This is an optimization exercise on Yosys and OpenROAD, whose aim is small area, not a production implementation.
At most, simulation tests tie the RTL to the original design; equivalence was not proved.
Function not checked in run 2: the RTL went through the layout flow alone.
Power figures rest on the tool's default switching activity, not on a simulated workload.

`constraint.sdc`:
```
create_clock -name core_clock -period 5.0 [get_ports {aclk}]
set_input_delay 1.0000 -clock core_clock [delete_from_list [all_inputs] [get_ports {aclk}]]
set_output_delay 1.0000 -clock core_clock [all_outputs]
set_load 0.01 [all_outputs]
```
`run.sh`:
```
#!/bin/bash
# synth_recipe.tcl (not shown) runs the flow's synth.tcl, then flattens the netlist and writes it again
# the make line also repeats each setting of config.mk as NAME=value (left out here)
make -C /OpenROAD-flow-scripts/flow DESIGN_CONFIG=/design/flow/config.mk WORK_HOME=/design/flow/orfs CLKGATE_MAP_FILE= SYNTH_SCRIPT=/design/flow/synth_recipe.tcl finish
```
`design.v`:
```
`timescale 1ns / 1ps
module vdo_format_detect (
  input         aclk,
  input         aresetn,
  input         s_axis_video_tlast,  
  input         s_axis_video_tuser,  
  input         s_axis_video_tvalid,
  output logic [11:0] pxlCnt,
  output logic [11:0] latchPxlCnt,
  output logic [11:0] lnCnt,
  output logic [11:0] latchLnCnt,
	output logic        oneSecPulse,
  output logic [5:0]  frameCnt,
	output logic [12:0] avgPxlCnt,
	output logic [12:0] avgLnCnt,
	output logic [1:0]  frameFormat  
);
enum bit [1:0] {NOVIDEO=2'd0,P60AT1080=2'd1,P30AT4K=2'd2,P60AT4K=2'd3} frameReslRate;
logic        rst;
logic [4:0]  primaryCnt;  
logic [12:0] secondaryCnt;
logic [02:0] secondsCnt;
assign rst = !aresetn;
always_ff @(posedge aclk) begin
  if(rst) begin
    pxlCnt <= 0;
    latchPxlCnt <= 0;
  end else if(s_axis_video_tlast & s_axis_video_tvalid) begin
    pxlCnt <= 0;
    latchPxlCnt <= pxlCnt;
  end else if(s_axis_video_tvalid) begin	
	  pxlCnt <= pxlCnt + 11'd1;
    latchPxlCnt <= latchPxlCnt;
  end
end
always_ff @(posedge aclk) begin
  if(rst) begin
    lnCnt <= 0;
    latchLnCnt <= 0;
  end else if(s_axis_video_tuser & s_axis_video_tvalid) begin
    lnCnt <= 0;
    latchLnCnt <= lnCnt;
  end else if(s_axis_video_tlast & s_axis_video_tvalid) begin	
	  lnCnt <= lnCnt + 11'd1;
    latchLnCnt <= latchLnCnt;
  end
end
always_ff @(posedge aclk) begin
  if(rst) begin
    primaryCnt <= 0;
  end else begin
	  primaryCnt <= primaryCnt + 5'd1;
  end
end
always_ff @(posedge aclk) begin
  if(rst) begin
    secondaryCnt <= 0;
  end else if(oneSecPulse) begin
    secondaryCnt <= 0;
  end else if(primaryCnt==5'h1f) begin
	  secondaryCnt <= secondaryCnt + 13'd1;
  end
end
always_ff @(posedge aclk) begin
  if(rst) begin
    oneSecPulse <= 0;
  end else if((secondaryCnt==13'd4578) & (!oneSecPulse)) begin
    oneSecPulse <= 1;
  end else begin
	  oneSecPulse <= 0;
  end
end
always_ff @(posedge aclk) begin
  if(rst) begin
    secondsCnt <= 0;
  end else if(oneSecPulse) begin
    secondsCnt <= secondsCnt + 3'd1;
  end
end
always_ff @(posedge aclk) begin
  if(rst) begin
    frameCnt <= 0;
	end else if(oneSecPulse) begin
    frameCnt <= 0;
  end else if(s_axis_video_tuser & s_axis_video_tvalid & (frameCnt<6'd63)) begin
	  frameCnt <= frameCnt + 6'd1;
  end
end
always_ff @(posedge aclk) begin
  if(rst) begin
    avgPxlCnt <= 0;
  end else if(lnCnt>11'd2) begin
    if(s_axis_video_tlast & s_axis_video_tvalid) begin	
	    avgPxlCnt <= (pxlCnt + latchPxlCnt)>>1;
		end
  end
end
always_ff @(posedge aclk) begin
  if(rst) begin
    avgLnCnt <= 0;
  end else if(frameCnt>6'd2) begin
    if(s_axis_video_tuser & s_axis_video_tvalid) begin	
	    avgLnCnt <= (lnCnt + latchLnCnt)>>1;
		end
  end
end
always_ff @(posedge aclk) begin
  if(rst) begin
    frameReslRate <= NOVIDEO;
  end else if(oneSecPulse & (secondsCnt>3'd1)) begin
    if((avgPxlCnt==13'd0) | (avgLnCnt==13'd0)) begin
      frameReslRate <= NOVIDEO;
		end else if((avgPxlCnt<=13'd1280) & (avgLnCnt<=13'd1600)) begin
	    frameReslRate <= P60AT1080;
		end else if((avgPxlCnt>13'd1900) & (avgLnCnt>13'd1600)) begin
	      frameReslRate <= P60AT4K;
		end else begin
	    frameReslRate <= frameReslRate;
		end
  end
end
assign frameFormat = frameReslRate;
endmodule
```
`config.mk`:
```
export PLATFORM = sky130hd
export DESIGN_NAME = vdo_format_detect
export DESIGN_NICKNAME = vdo_format_detect
export VERILOG_FILES = /design/flow/design.v
export SDC_FILE = /design/flow/constraint.sdc
export NUM_CORES = 4
export LEC_CHECK = 0
export CAP_MARGIN = 20
export CORE_MARGIN = 2
export CORE_UTILIZATION = 40
export SLEW_MARGIN = 20
```
==> impl.org, run 1 <==
** Layout
- For this run, the post-layout net count is about 730.
- Multi-input combinational cell area :: ~3000 sq um
- Area of all sequential standard cells :: ~2000 sq um
- Number of filler instances in the final layout :: 1221
- Diode insertion count for antenna repair :: 0
- Utilization of the core after routing :: 0.514
- Layout cells sized above 1 :: 0.0386
- Compared with the post-synthesis result, the final layout area differs by 25.2%.
- The finished layout holds ~870 standard cells, fillers aside.

** Drt
- The final layout contains routed wiring with a total length of 13800 um.
- In the final routed layout, each cell accounts on average for ~16 um.
- Detailed-route via count :: approximately 4800
- Via count normalized by instance count :: approximately 5.5
- In the routed design, unresolved DRC markers number 0.
- The first routing iteration left 253 violations.
- Once detail routing completed, the nets flagged for antenna violations numbered 0.
- First-pass iteration count of the detailed router :: 4

** CTS
- The H-tree was split into 3 levels.
- Maximum clock insertion buffer count :: 2
- Count of hold-fix buffers inserted at cts :: 0
- PostCTS Resize Cnt :: 0
- For this design, the sink count on the clock tree is around 100.
- Clock tree from TritonCTS :: yes
- Buffers inserted during clock tree synthesis total 9.
- Buffers added to address setup during post-CTS repair amount to 0.
- Clk root buf :: clkbuf_16
- Worst-path clk slew :: ~0.07 ns
- Clock latency at the later pin of the worst-skew pair :: around 0.36 ns

** Power
- Power spread over the standard cell area amounts to between 200 and 300 nW/um^2.
- Worst ir drop on vdd :: roughly 0.14 mV
- Leakage :: 2.42 nW
- Total power after layout :: 1.69 mW

** Timing
- Count of pins over their slew limit :: 0
- Maximum clock rate :: between 300 and 400 MHz
- For the pin with the worst max-slew slack, the measured transition is roughly 0.75 ns.
- Across the routed clock network, the largest skew measured is slightly below 0.01 ns.
- Post-Route Setup TNS :: 0 ns
- Final-report hold violation count :: 0
- Setup repair after global routing left no endpoint under its margin.
- After layout, the minimum clock period comes to between 3 and 4 ns.
- The tightest hold path in the finished design has a slack of around 0.45 ns.
- Measured against its own limit, the worst slew margin works out to 0.502.
- Of the available clock period, the critical path in the final layout requires 0.605.
- Final setup fails :: 0

** Status
- The run finished with no timing, DRC or antenna violations.

** Die
- Floorplan die area :: between 10000 and 15000 sq um
- The floorplan has about 40 rows.
- For this design the top-level I/O count stands at slightly below 90.
- Die height :: around 120 um
- Die width :: about 120 um
- Effective utilization at floorplan :: 0.410
- Core area :: around 13000 sq um

** Placement
- Number of placed cells counting well taps :: about 860
- Input and output buffers added on the ports amount to 85.
- At the end of routability-driven placement, the weighted congestion stood at 0.814.
- DPL Wire Length :: between 10000 and 15000 um

** GRT
- Across every metal layer, demand over resource in global routing totals 0.200.
- The initial antenna violation count was 0.
- The first global-routing pass estimated between 20000 and 25000 um of wire.
- Pin count of the biggest net entering global routing :: roughly 50
- Summed over all layers, the global routing overflow is 0.
- The via count of the first global-routing pass came to between 4000 and 5000.

** Critical path
- For the worst setup path, the data arrival time is ~3.3 ns.
- Along the worst path, the maximum fanout reaches 18.
- Delay contributed by the slowest stage of the critical path :: 0.67 ns
- The worst setup path is captured at a flop.
- Traced cell by cell, the critical path runs through clkdlybuf4s50_1 > and2_1 > o21ai_4 > or3_1 > a211o_1 > o311ai_0.
- The critical path in this run is classified as primary input to flop.
- Data on the critical path is required at its endpoint by 5.25 ns.
- Nature of the critical path startpoint :: primary input
- CP max-delay cell :: clkdlybuf4s50_1

** Synthesis
- Biggest area consumer among synthesized cells :: dfxtp_1
- Dominant cell by count in the synthesized netlist :: dfxtp_1
- Counting flops with a built-in enable in the synthesized netlist gives 0.
- Flip-flop cell with the highest count after synthesis :: dfxtp_1
- After synthesis, the share of flip-flops with an asynchronous set or reset is 0.
- Each instance of the synthesized netlist takes up on average ~8.4 sq um.
- Counting flops and latches in the post-synthesis netlist gives just over 100.
- In the synthesized netlist, the cells that appear most often are dfxtp_1 (102), nand2_1 (90), a21oi_1 (58), nor2_1 (58), nand3_1 (33).
- After synthesis, the cell types taking the most area are dfxtp_1 (39%), ha_1 (7.7%), nand2_1 (6.5%).
- The number of different library cells used by synthesis comes to about 60.
- Of the post-synthesis cell area, the dominant cell type holds 0.393.
- Number of synthesis warnings :: 1
- Share of the yosys chip area belonging to registers :: 0.393
- The mapped netlist covers roughly 5200 sq um.
- After technology mapping, the gate count stands at slightly above 600.

** Job
- MaxCap Viol Count :: 0

** Min path
- The min-delay analysis places its worst path in the category flop to flop.
==> area by class of cell <==
cell class,instances,share of cell area
inverters,10,0.00576
repair buffers,88,0.134
well taps,172,0.0330
clock buffers,13,0.0415
flip-flops and latches,102,0.314
multi-input cells,483,0.462
clock inverters,3,0.00999
==> state kept, by name, summed over array words and instances, names as in the netlist <==
signal,count
latchLnCnt,12
primaryCnt,5
avgLnCnt,12
avgPxlCnt,12
latchPxlCnt,12
secondsCnt,3
lnCnt,12
frameReslRate,2
secondaryCnt,13
frameCnt,6
oneSecPulse,1
pxlCnt,12
==> logic make-up (layout without fill, tap and decap cells) <==
group	after synthesis	count (layout)	synth area share
and+or+nand+nor	261	261	0.240
adders and majority gates	34	34	0.0847
xor gates and xnor gates	41	41	0.0691
AOI/OAI and AO/OA	143	143	0.178
buffers and inverters	36	114	0.0308
muxes	2	2	0.00385
DFF	102	102	0.393
other	1	2	0.000721
==> per-stage QoR <==
| step | worst slack (ns) | instance area [sq um] |
|---|---|---|
| final | 1.97 | 6510 |
| after global routing | 1.83 | 6510 |
| after CTS | 1.83 | 6500 |
| after detailed placement | 1.46 | 6170 |
| after global placement | 1.63 | 6170 |
| after floorplan | 2.72 | 5200 |
==> critical path: cells and delay by family <==
kind	cells	cell delay, ns
simple gates	2	0.97
buf+inv	1	0.67
compound gates	3	0.62
==> path summary, 6_finish.rpt <==
| path | end | start | cells past startpoint | slack (ns) |
|---|---|---|---|---|
| worst max-delay path | avgLnCnt[8] | s_axis_video_tvalid | 6 | 1.97 |
| worst min-delay path | primaryCnt[0] | primaryCnt[0] | 1 | 0.45 |
| worst max register to register | avgLnCnt[11] | lnCnt[0] | 7 | 2.45 |
| worst min register to register | primaryCnt[0] | primaryCnt[0] | 1 | 0.45 |
==> where the power goes <==
| part | internal, mW | total [mW] | leakage, nW | switching, mW |
|---|---|---|---|---|
| clock network | 0.479 | 0.786 | 0.166 | 0.306 |
| registers | 0.819 | 0.830 | 0.823 | 0.0110 |
| logic | 0.0252 | 0.0702 | 1.43 | 0.0450 |
==> per-layer routing <==
metal	wire length (um)	GRT usage	part of all wire	vias up
met1	6210	0.244	0.45	2250
li1	-	-	-	2362
met2	6600	0.343	0.48	125
met5	0	0	0	-
met3	621	0.0426	0.045	26
met4	327	0.0753	0.024	0
==> placed cells by master (no fill, tap or decap), drive strengths merged, types with 3 or more instances in the layout <==
cell	Yosys	layout
inv	10	10
nand4	13	13
nand3	34	34
and4	4	4
dfxtp	102	102
clkdlybuf4s50	0	85
a21o	7	7
and3	15	15
buf	8	3
ha	32	32
clkbuf	18	13
nand2b	3	3
o31ai	3	3
xor2	28	28
a211oi	9	9
o211ai	8	8
nor2	58	58
and2	9	9
a31oi	5	5
a21oi	58	58
xnor2	13	13
o21ai	22	22
a21boi	3	3
nand2	90	90
o21a	5	5
nor3	7	7
nor4	9	9
or3	12	12
==> inputs of run 2 (changes only) <==
==> design.v (replaced) <==
`timescale 1ns / 1ps
module vdo_format_detect (
  input         aclk,
  input         aresetn,
  input         s_axis_video_tlast,
  input         s_axis_video_tuser,
  input         s_axis_video_tvalid,
  output logic [11:0] pxlCnt,
  output logic [11:0] latchPxlCnt,
  output logic [11:0] lnCnt,
  output logic [11:0] latchLnCnt,
  output logic        oneSecPulse,
  output logic [5:0]  frameCnt,
  output logic [12:0] avgPxlCnt,
  output logic [12:0] avgLnCnt,
  output logic [1:0]  frameFormat
);
logic        eol, sof;
logic [4:0]  primaryCnt;
logic [12:0] secondaryCnt;
logic [2:0]  secondsCnt;
logic [11:0] avgPxl, avgLn;
logic [12:0] pxlSum, lnSum;
assign eol = s_axis_video_tlast & s_axis_video_tvalid;
assign sof = s_axis_video_tuser & s_axis_video_tvalid;
logic [12:0] pc, lc;
assign pc[0] = 1'b0;
assign lc[0] = 1'b0;
genvar gi;
generate
  for (gi = 0; gi < 12; gi++) begin : g_rca
    assign pxlSum[gi] = pxlCnt[gi] ^ latchPxlCnt[gi] ^ pc[gi];
    assign pc[gi+1]   = (pxlCnt[gi] & latchPxlCnt[gi]) | (pc[gi] & (pxlCnt[gi] ^ latchPxlCnt[gi]));
    assign lnSum[gi]  = lnCnt[gi] ^ latchLnCnt[gi] ^ lc[gi];
    assign lc[gi+1]   = (lnCnt[gi] & latchLnCnt[gi]) | (lc[gi] & (lnCnt[gi] ^ latchLnCnt[gi]));
  end
endgenerate
assign pxlSum[12] = pc[12];
assign lnSum[12]  = lc[12];
always_ff @(posedge aclk) begin
  if (!aresetn) begin
    pxlCnt <= 0;
    latchPxlCnt <= 0;
  end else if (eol) begin
    pxlCnt <= 0;
    latchPxlCnt <= pxlCnt;
  end else if (s_axis_video_tvalid) begin
    pxlCnt <= pxlCnt + 12'd1;
  end
end
always_ff @(posedge aclk) begin
  if (!aresetn) begin
    lnCnt <= 0;
    latchLnCnt <= 0;
  end else if (sof) begin
    lnCnt <= 0;
    latchLnCnt <= lnCnt;
  end else if (eol) begin
    lnCnt <= lnCnt + 12'd1;
  end
end
always_ff @(posedge aclk) begin
  if (!aresetn) primaryCnt <= 0;
  else          primaryCnt <= primaryCnt + 5'd1;
end
always_ff @(posedge aclk) begin
  if (!aresetn)                secondaryCnt <= 0;
  else if (oneSecPulse)        secondaryCnt <= 0;
  else if (primaryCnt == 5'h1f) secondaryCnt <= secondaryCnt + 13'd1;
end
always_ff @(posedge aclk) begin
  if (!aresetn) oneSecPulse <= 0;
  else          oneSecPulse <= (secondaryCnt == 13'd4578) & !oneSecPulse;
end
always_ff @(posedge aclk) begin
  if (!aresetn)         secondsCnt <= 0;
  else if (oneSecPulse) secondsCnt <= secondsCnt + 3'd1;
end
always_ff @(posedge aclk) begin
  if (!aresetn)         frameCnt <= 0;
  else if (oneSecPulse) frameCnt <= 0;
  else if (sof & (frameCnt != 6'd63)) frameCnt <= frameCnt + 6'd1;
end
always_ff @(posedge aclk) begin
  if (!aresetn) avgPxl <= 0;
  else if (eol & ((|lnCnt[11:2]) | (&lnCnt[1:0]))) avgPxl <= pxlSum[12:1];
end
always_ff @(posedge aclk) begin
  if (!aresetn) avgLn <= 0;
  else if (sof & ((|frameCnt[5:2]) | (&frameCnt[1:0]))) avgLn <= lnSum[12:1];
end
assign avgPxlCnt = {1'b0, avgPxl};
assign avgLnCnt  = {1'b0, avgLn};
always_ff @(posedge aclk) begin
  if (!aresetn) frameFormat <= 2'd0;
  else if (oneSecPulse & (secondsCnt[2] | secondsCnt[1])) begin
    if ((avgPxl == 12'd0) | (avgLn == 12'd0))
      frameFormat <= 2'd0;
    else if ((avgPxl <= 12'd1280) & (avgLn <= 12'd1600))
      frameFormat <= 2'd1;
    else if ((avgPxl > 12'd1900) & (avgLn > 12'd1600))
      frameFormat <= 2'd3;
  end
end
endmodule
==> flow/run.sh (new file) <==
#!/bin/bash
# Standard ORFS layout, with small port buffers and a clock tree without dummy loads.
set -euo pipefail
bash standard.sh \
  BUFFER_PORTS_ARGS="-buffer_cell sky130_fd_sc_hd__buf_1" \
  CTS_ARGS="-sink_clustering_enable -repair_clock_nets -dont_use_dummy_load" \
  finish > standard.log 2>&1
==> standard.sh (new file) <==
#!/bin/bash
# synth_recipe.tcl (not shown) runs the flow's synth.tcl, then flattens the netlist and writes it again
# the make line also repeats each setting of config.mk as NAME=value (left out here)
make -C /OpenROAD-flow-scripts/flow DESIGN_CONFIG=/design/flow/config.mk WORK_HOME=/design/flow/orfs CLKGATE_MAP_FILE= SYNTH_SCRIPT=/design/flow/synth_recipe.tcl "${@:-finish}"
removed: run.sh
==> impl.org, run 2 <==
** Status
- Outcome :: timing/DRC/antenna clean (unchanged)

** Min path
- The classification of the worst-slack hold path is flop to flop (unchanged).

** CTS
- Maximum clock insertion buffer count :: 2 (unchanged)
- The clock tree from TritonCTS is yes (unchanged).
- The post-CTS resize count is 0 (unchanged).
- Worst-path clk slew :: 0.06 ns (was 0.07 ns)
- Inserted Clock Buffers :: 9 (unchanged)
- Count of hold-fix buffers inserted at cts :: 0 (unchanged)
- Clock latency at the later pin of the worst-skew pair :: 0.34 ns (was 0.36 ns)
- Post-CTS setup buffer count :: 0 (unchanged)
- Number of sinks handled by clock tree synthesis :: 102 (unchanged)
- Clk root buf :: clkbuf_16 (unchanged)
- Maximum level of the CTS H-tree :: 3 (unchanged)

** Critical path
- The nature of the critical path endpoint is a flop (unchanged).
- Category of the critical setup timing path :: flop to flop (was primary input to flop)
- The data arrival at the endpoint of the critical path is 5.07 ns (was 3.28 ns).
- Nature of the critical path startpoint :: flop (was primary input)
- Req. time, crit path :: 5.29 ns (was 5.25 ns)
- Maximum fanout encountered on the critical timing path :: 3 (was 18)

** Timing
- The number of endpoints failing setup at the final stage is 0 (unchanged).
- RSZ-0062 raised after global routing :: no (unchanged)
- The sum of negative setup slack is 0 ns (unchanged).
- The worst clock skew is 0.0116 ns (was 0.00964 ns).
- Final Cycle Share :: 0.956 (was 0.605)
- The hold violation total from the final report is 0 (unchanged).
- Worst relative slew slack :: 0.388 (was 0.502)
- Count of pins over their slew limit :: 0 (unchanged)
- Maximum clock rate :: 209 MHz (was 330 MHz)
- The worst-margin pin slew was 0.918 ns (was 0.747 ns).
- The post-layout minimum cycle time came to 4.78 ns (was 3.03 ns).

** Synthesis
- The dominant register cell in the synthesized netlist is dfxtp_1 (unchanged).
- Synthesis-stage register bit count :: 102 (unchanged)
- Per-instance average area after synthesis :: 9.52 sq um (was 8.39 sq um)
- Most common library cells after synthesis: dfxtp_1 (102), nand2_1 (79), nor2_1 (40) (was dfxtp_1 (102), nand2_1 (90), a21oi_1 (58), nor2_1 (58), nand3_1 (33)).
- The number of warnings reported in the yosys synthesis log is 1 (unchanged).
- The number of enable-type register cells in the synthesized netlist came to 0 (unchanged).
- The post-synthesis instance area came to 4750 sq um (was 5200 sq um).
- Share of the synthesized area in the top cell type :: 0.430 (was 0.393)
- The number of distinct library cell variants in the gate-level netlist after synthesis is 43 (was 61).
- The fraction of the yosys area taken by sequential cells came to 0.430 (was 0.393).
- Fraction of registers with async set/reset :: 0 (unchanged)
- The post-synthesis cell count is 499 (was 620).
- Biggest area consumer among synthesized cells :: dfxtp_1 (unchanged)
- Cell types occupying the most area after synthesis: dfxtp_1 (43%), fa_1 (9.3%), nand2_1 (6.2%) (was dfxtp_1 (39%), ha_1 (7.7%), nand2_1 (6.5%)).
- The most frequent cell after synthesis was dfxtp_1 (unchanged).

** GRT
- Number of global-route vias before repair :: 3440 (was 4551)
- Gr usage total :: 0.173 (was 0.200)
- Wire length of the first global-routing pass :: 17500 um (was 22500 um)
- The largest net degree at the start of global routing came to 41 (was 49).
- Final global-route overflow total :: 0 (unchanged)
- Initial antenna violation count :: 0 (unchanged)

** Die
- Floorplan die area :: 12800 sq um (was 13900 sq um)
- The top-level I/O count was 88 (unchanged).
- Core area :: 11500 sq um (was 12700 sq um)
- Die width :: 113 um (was 118 um)
- Cell row count :: 39 (was 41)
- Effective utilization at floorplan :: 0.413 (was 0.410)
- Die height :: 113 um (was 118 um)

** Layout
- The register containing the most flip-flops in the final layout is secondaryCnt (unchanged).
- Highest-count cells in the layout ignoring fill and taps: dfxtp_1 (102), buf_1 (84), nand2_1 (79) (was dfxtp_1 (102), nand2_1 (90), clkdlybuf4s50_1 (85)).
- Layout cells sized above 1 :: 0.0570 (was 0.0386)
- Final instance area :: 5450 sq um (was 6510 sq um)
- The number of filler cells placed in the layout was 1157 (was 1221).
- Diode insertion count for antenna repair :: 0 (unchanged)
- Area of all sequential standard cells :: 2040 sq um (unchanged)
- The number of flip-flops under the largest register name came to 13 (unchanged).
- The final layout net count came to 616 (was 733).
- The utilization after layout came to 0.473 (was 0.514).
- Layout-stage area growth over the synthesis result :: 14.7% (was 25.2%)
- Multi-input combinational cell area :: 2570 sq um (was 3010 sq um)
- The leading cell type in the layout, fill and taps excluded was dfxtp_1 (unchanged).

** Drt
- The vias after detailed routing came to 3604 (was 4763).
- Via count normalized by instance count :: 4.99 (was 5.47)
- The total wirelength of the detailed-routed design was 10500 um (was 13800 um).
- The residual antenna-violating net count after detailed routing is 0 (unchanged).
- The per-cell routed wire length came to 14.5 um (was 15.8 um).
- The iteration count of the initial detailed-routing pass came to 20 (was 4).
- Initial DRC count :: 145 (was 253)
- The number of remaining DRC errors is 0 (unchanged).

** Power
- The total power density per cell area came to 268 nW/um^2 (was 259 nW/um^2).
- Leakage :: 1.99 nW (was 2.42 nW)
- Net switching power figure :: 310 uW (was 363 uW)
- The share of total power consumed by net switching is 0.212 (was 0.215).
- The fraction of power consumed by the clock network was 0.402 (was 0.466).
- Internal Power :: 1.15 mW (was 1.32 mW)
- The worst-case vdd ir drop is 0.167 mV (was 0.141 mV).
- The sequential fraction of design power came to 0.562 (was 0.492).
- Combinational group share of total power :: 0.036 (was 0.042)

** Placement
- Port Buffers :: 85 (unchanged)
- The placed wire-length estimate came to 7760 um (was 10000 um).
- Instance area after placement :: 5200 sq um (was 6170 sq um)
- Routability-driven placement congestion ratio :: 0.818 (was 0.814)

** Job
- MaxCap Viol Count :: 0 (unchanged)
==> run 2: cell types whose count changed in the layout (fill, tap and decap cells not counted), moves of 11 or more <==
cell	previous run	this run
clkdlybuf4s50_1	85	0
buf_1	0	84
a21oi_1	58	10
ha_1	32	8
nand3_1	33	11
mux2i_1	2	21
nor2_1	58	40
nor2b_1	2	20
o21ai_0	21	4
a21boi_0	3	15
fa_1	2	13
nand2_1	90	79
==> run 2: path summary, 6_finish.rpt <==
check	from	to	slack, ns	depth (start not counted)
hold reg to reg	primaryCnt[0]	primaryCnt[0]	0.46	1
hold / removal	primaryCnt[0]	primaryCnt[0]	0.46	1
setup reg to reg	latchPxlCnt[0]	avgPxl[10]	0.22	17
setup / recovery	latchPxlCnt[0]	avgPxl[10]	0.22	17
==> run 2: cell type report <==
type,count,share of cell area
multi-input cells,359,0.472
flip-flops and latches,102,0.375
repair buffers,91,0.0670
clock buffers,9,0.0413
well taps,143,0.0328
inverters,18,0.0124
==> run 2: cell families (layout without fill, tap and decap cells) <==
kind of cell	after synthesis	count (layout)	synth area share
AND/OR/NAND/NOR	211	211	0.216
adder cells (fa/ha/maj)	30	30	0.114
buffers and inverters	39	118	0.0348
XOR/XNOR	37	37	0.0682
flip-flops	102	102	0.430
other	1	2	0.000789
AO/OA/AOI/OAI	58	58	0.0922
multiplexers	21	21	0.0442
==> run 2: worst max-delay path, stage by stage, from the launching register on <==
cell     delay, ns
dfxtp_1       0.32
and2_1        0.17
fa_1          0.38
fa_1          0.39
fa_2          0.35
fa_2          0.35
fa_1          0.40
fa_2          0.35
fa_2          0.35
fa_1          0.36
inv_1         0.07
fa_1          0.16
inv_1         0.05
fa_1          0.36
inv_1         0.07
fa_1          0.40
nand2_1       0.06
o211a_1       0.14
==> run 2: per-layer routing <==
metal | global-route usage | vias to the layer above | wire length [um] | share of wire
met3 | 0.0509 | 6 | 505 | 0.048
met4 | 0.0472 | 0 | 99 | 0.0095
met2 | 0.272 | 70 | 4880 | 0.47
met5 | 0 | - | 0 | 0
met1 | 0.234 | 1711 | 4990 | 0.48
li1 | - | 1817 | - | -
==> run 2: per-stage QoR <==
step / worst slack (ns) / hold WS (ns) / power, mW / cells
3_5_place_dp: 0.0663 / 0.458 / 0.894 / 713
5_1_grt: 0.0140 / 0.488 / 1.52 / 722
3_3_place_gp: 0.0718 / 0.434 / 0.893 / 713
4_1_cts: 0.0403 / 0.466 / 1.48 / 722
6_report: 0.218 / 0.461 / 1.46 / 722
2_1_floorplan: 0.162 / 0.421 / 0.879 / 500
==> run 2: power groups by stage <==
stage	Sequential, mW	Clock, mW	Combinational (mW)
after floorplan	0.843	0	0.0355
after global placement	0.840	0	0.0530
after detailed placement	0.841	0	0.0535
after CTS	0.823	0.606	0.0536
after global routing	0.823	0.637	0.0591
final	0.823	0.588	0.0528

-- separate check: timing with driven ports --
How much do the figures lean on ideal ports? The routed layouts below were timed once more, with nothing changed but the port constraints.
Step 1 sets driving cells, clkbuf_16 on the clock port and buf_2 on the other inputs (assumed; they add their load-dependent delay and slew).
Step 2 moves the port delays by t, midway between the first and last clock arrival at a register: inputs arrive t later, outputs are due t later. That takes back most of the time a late clock gives input paths.
Slacks: ideal / step 1 / step 2; pairs: ideal / step 1.
run | t (ns) | setup WS [ns] | hold WS [ns] | pins driven straight from the clock port
run 1 | 0.389 | 1.974 / 1.990 / 1.601 | 0.445 / 0.445 / 0.445 | 1
run 2 | 0.379 | 0.218 / 0.218 / 0.218 | 0.461 / 0.461 / 0.461 | 1
After both steps every run listed still meets setup and hold. For run 1, which loses most, drivers alone change the setup slack by +0.016 ns; drivers and shift together by -0.373 ns.
